Context: an optimization exercise on an open-source flow, tuned for small area. The choices shown serve that exercise and are no tape-out recipe. The RTL was checked by simulation tests, not by an equivalence proof against the original design.

==> job 8404 <==
// system_top
module system_top (
    input  wire               clk,
    input  wire               rst_n,
    input  wire signed [15:0] data_in,
    output wire signed [3:0]  sdm_out
);
clock: 20.0 ns
lec_check: 0
abc_area: 1
cap_margin: 20
core_margin: 2
core_utilization: 40
cts_buf_list: sky130_fd_sc_hd__clkbuf_16
cts_cluster_diameter: 100
cts_cluster_size: 30
place_density: 0.6
slew_margin: 20
synth_hierarchical: 1
run.sh (not shown) runs the stock make flow with config.mk's settings and CLKGATE_MAP_FILE= SYNTH_SCRIPT=/design/flow/synth_recipe.tcl, a recipe that flattens the netlist after the stock synthesis.
==> job 6759 (differences from job 8404) <==
--- a/flow/config.mk
+++ b/flow/config.mk
@@ -11,7 +11,7 @@
 export CORE_UTILIZATION = 40
 export CTS_BUF_LIST = sky130_fd_sc_hd__clkbuf_16
 export CTS_CLUSTER_DIAMETER = 100
-export CTS_CLUSTER_SIZE = 30
+export CTS_CLUSTER_SIZE = 24
 export PLACE_DENSITY = 0.6
 export SLEW_MARGIN = 20
 export SYNTH_HIERARCHICAL = 1
==> run summary <==
status no timing/DRC/antenna violations; multi-input combinational area share 40.78%; minimum clock period 17.18 ns; Max transition margin 27.33%; number of DRC markers in iteration 0 1999; Worst EP arrival 17.81 ns; met1 Use GR 22.51%
That was job 6759.
==> run summary <==
status no timing/DRC/antenna violations; Max transition margin 26.62%; met1 Use GR 22.43%; Yosys reg bits 1178; multi-input combinational area share 41.01%; number of DRC markers in iteration 0 1975; Worst EP arrival 17.80 ns
That was job 8404.

========
==> inputs of build 44 <==
system_top, a different RTL version from the one above (not shown whole).
==> flow/config.mk <==
export PLATFORM = sky130hd
export DESIGN_NAME = system_top
export DESIGN_NICKNAME = system_top
export VERILOG_FILES = /design/flow/design.v
export SDC_FILE = /design/flow/constraint.sdc
export NUM_CORES = 4
export LEC_CHECK = 0
export CAP_MARGIN = 20
export CORE_MARGIN = 2
export CORE_UTILIZATION = 40
export CTS_BUF_LIST = sky130_fd_sc_hd__clkbuf_16
export CTS_CLUSTER_DIAMETER = 100
export CTS_CLUSTER_SIZE = 24
export PLACE_DENSITY = 0.6
export SLEW_MARGIN = 20
export SYNTH_HIERARCHICAL = 1
==> flow/constraint.sdc <==
create_clock -name core_clock -period 20.0 [get_ports {clk}]
set_input_delay 4.0000 -clock core_clock [delete_from_list [all_inputs] [get_ports {clk}]]
set_output_delay 4.0000 -clock core_clock [all_outputs]
set_load 0.01 [all_outputs]
==> build 35: changes against build 44 <==
Settings changed: CELL_PAD_IN_SITES_DETAIL_PLACEMENT from default to 1, CELL_PAD_IN_SITES_GLOBAL_PLACEMENT from default to 1.
==> run summary <==
ant diodes - 0
Placed Cells incl. Taps - 4444
area growth from synthesis to layout - 8.998%
met2 Use GR - 22.73%
M1 WL - 37620 um
Final non-clock buffer share - 1.200%
Final WS setup - 1.588 ns
status - no timing/DRC/antenna violations
-- figures above: build 44

==> run summary <==
Final WS setup - 1.268 ns
status - no timing/DRC/antenna violations
M1 WL - 42360 um
Final non-clock buffer share - 1.314%
ant diodes - 1
-- figures above: build 35


========
==> garnet <==
Another version of the RTL of system_top (not shown whole).
make LEC_CHECK=0 CAP_MARGIN=20 CORE_MARGIN=2 CORE_UTILIZATION=65 CTS_BUF_LIST=sky130_fd_sc_hd__clkbuf_16 CTS_CLUSTER_DIAMETER=100 CTS_CLUSTER_SIZE=30 PLACE_DENSITY=0.75 SLEW_MARGIN=20 SYNTH_HIERARCHICAL=1 finish   # period 20.0 ns
==> delta: changes against garnet <==
- CORE_UTILIZATION: 65 -> 40
- CTS_CLUSTER_SIZE: 30 -> 24
- PLACE_DENSITY: 0.75 -> 0.6
==> xenon: changes against garnet <==
- CAP_MARGIN: 20 -> 5
- CORE_UTILIZATION: 65 -> 40
- CTS_CLUSTER_SIZE: 30 -> 24
- PLACE_DENSITY: 0.75 -> 0.6
- SLEW_MARGIN: 20 -> 5
==> run summary <==
In count of clock-buffer cells in the layout, delta and xenon do not differ. The lowest clock skew belongs to xenon, the highest to garnet. Against garnet, the die area of xenon is larger by 61%. Sequential share of layout area, lowest first: delta, xenon, garnet. Maximum frequency, lowest first: xenon, garnet, delta. The lowest final area belongs to garnet, the highest to delta. Against xenon, the wire length of garnet is higher by about 10%.

========
==> 04-15: inputs <==
system_top, a different RTL version from the one above (not shown whole).
Design system_top, start of the top module:
module system_top (
    input  wire               clk,
    input  wire               rst_n,
    input  wire signed [15:0] data_in,
    output wire signed [3:0]  sdm_out
);
==> flow/config.mk <==
export PLATFORM = sky130hd
export DESIGN_NAME = system_top
export DESIGN_NICKNAME = system_top
export VERILOG_FILES = /design/flow/design.v
export SDC_FILE = /design/flow/constraint.sdc
export NUM_CORES = 4
export LEC_CHECK = 0
export CAP_MARGIN = 20
export CORE_MARGIN = 2
export CORE_UTILIZATION = 40
export CTS_BUF_LIST = sky130_fd_sc_hd__clkbuf_16
export CTS_CLUSTER_DIAMETER = 80
export CTS_CLUSTER_SIZE = 30
export PLACE_DENSITY = 0.6
export SLEW_MARGIN = 20
export SYNTH_HIERARCHICAL = 1
==> flow/constraint.sdc <==
create_clock -name core_clock -period 20.0 [get_ports {clk}]
set_input_delay 4.0000 -clock core_clock [delete_from_list [all_inputs] [get_ports {clk}]]
set_output_delay 4.0000 -clock core_clock [all_outputs]
set_load 0.01 [all_outputs]
==> inputs of 08-12, as changes to 04-15 <==
--- a/flow/config.mk
+++ b/flow/config.mk
@@ -8,9 +8,7 @@
 export CAP_MARGIN = 20
 export CORE_MARGIN = 2
 export CORE_UTILIZATION = 40
-export CTS_BUF_LIST = sky130_fd_sc_hd__clkbuf_16
-export CTS_CLUSTER_DIAMETER = 80
-export CTS_CLUSTER_SIZE = 30
+export CTS_BUF_LIST = sky130_fd_sc_hd__clkbuf_4
 export PLACE_DENSITY = 0.6
 export SLEW_MARGIN = 20
 export SYNTH_HIERARCHICAL = 1
==> summary of the runs <==
08-12 passed the timing, design-rule and antenna checks. 04-15 completed with no timing, DRC or antenna violations. Utilization: 04-15 is lower than 08-12 (1.6 points). In synthesized area, 08-12 and 04-15 do not differ. Between 04-15 and 08-12, the lower worst setup slack is in 04-15 (gap 0.024 ns). Of 08-12 and 04-15, 08-12 has the higher via count (gap 6.5%, measured against 04-15). In 04-15 the sequential share of layout area is higher than in 08-12, by 1.7 points. Non-clock buffer count is the same in 08-12 and 04-15. Against 04-15, the cell area of 08-12 is larger by 3.6%.
==> figures <==
metric                                             08-12       04-15
Post-layout min period                          17.08 ns    17.10 ns
CP arrival                                      18.16 ns    17.72 ns
Wire length of the first global-routing pass   145000 µm   140000 µm
Detail-routed via count per cell                    4.60        4.68
Run status              no timing/DRC/antenna violations  no timing/DRC/antenna violations
Router iterations before antenna repair                5           6
Endpoint required time on the critical path     21.09 ns    20.62 ns
Sequential share of cell area                      0.463       0.480
Initial antenna violation count                        4           3
Hold Crit Endpoint                               r1[194]     r1[258]
Worst slew margin relative to its limit            0.218       0.226
Met3 Wirelength                                  5300 µm     4320 µm

==> what the ideal ports hide <==
Ports are ideal in the flow. The routed layouts listed here were re-timed in OpenROAD.
Step 1 sets driving cells, clkbuf_16 on the clock port and buf_2 on the other inputs (assumed; they add their load-dependent delay and slew).
Step 2 adds t to the input delays and takes it off the output delays; t is the mean of the earliest and latest rising clock arrival at the registers after step 1. Input paths then give back, and output paths get back, about the clock's delay inside the block.
a / b / c = ideal / step 1 / step 2; a / b = the first two.
| run | t (ns) | setup slack, ns | worst hold slack (ns) | worst setup path after step 2 |
|---|---|---|---|---|
| job 8404 | 0.705 | 2.785 / 2.785 / 2.785 | 0.314 / 0.314 / 0.314 | register to register |
| job 6759 | 0.734 | 2.817 / 2.817 / 2.817 | 0.305 / 0.305 / 0.305 | register to register |
| build 44 | 0.736 | 1.588 / 1.588 / 1.588 | 0.285 / 0.285 / 0.285 | register to register |
| build 35 | 0.700 | 1.268 / 1.268 / 1.268 | 0.312 / 0.312 / 0.312 | register to register |
| garnet | 0.714 | 1.464 / 1.464 / 1.464 | 0.307 / 0.307 / 0.307 | register to register |
| delta | 0.730 | 1.501 / 1.501 / 1.501 | 0.318 / 0.318 / 0.318 | register to register |
| xenon | 0.731 | 1.458 / 1.458 / 1.458 | 0.318 / 0.318 / 0.318 | register to register |
| 04-15 | 0.744 | 2.901 / 2.901 / 2.901 | 0.287 / 0.287 / 0.287 | register to register |
| 08-12 | 1.188 | 2.924 / 2.924 / 2.924 | 0.254 / 0.254 / 0.254 | register to register |
After both steps setup and hold are still met in every run listed.
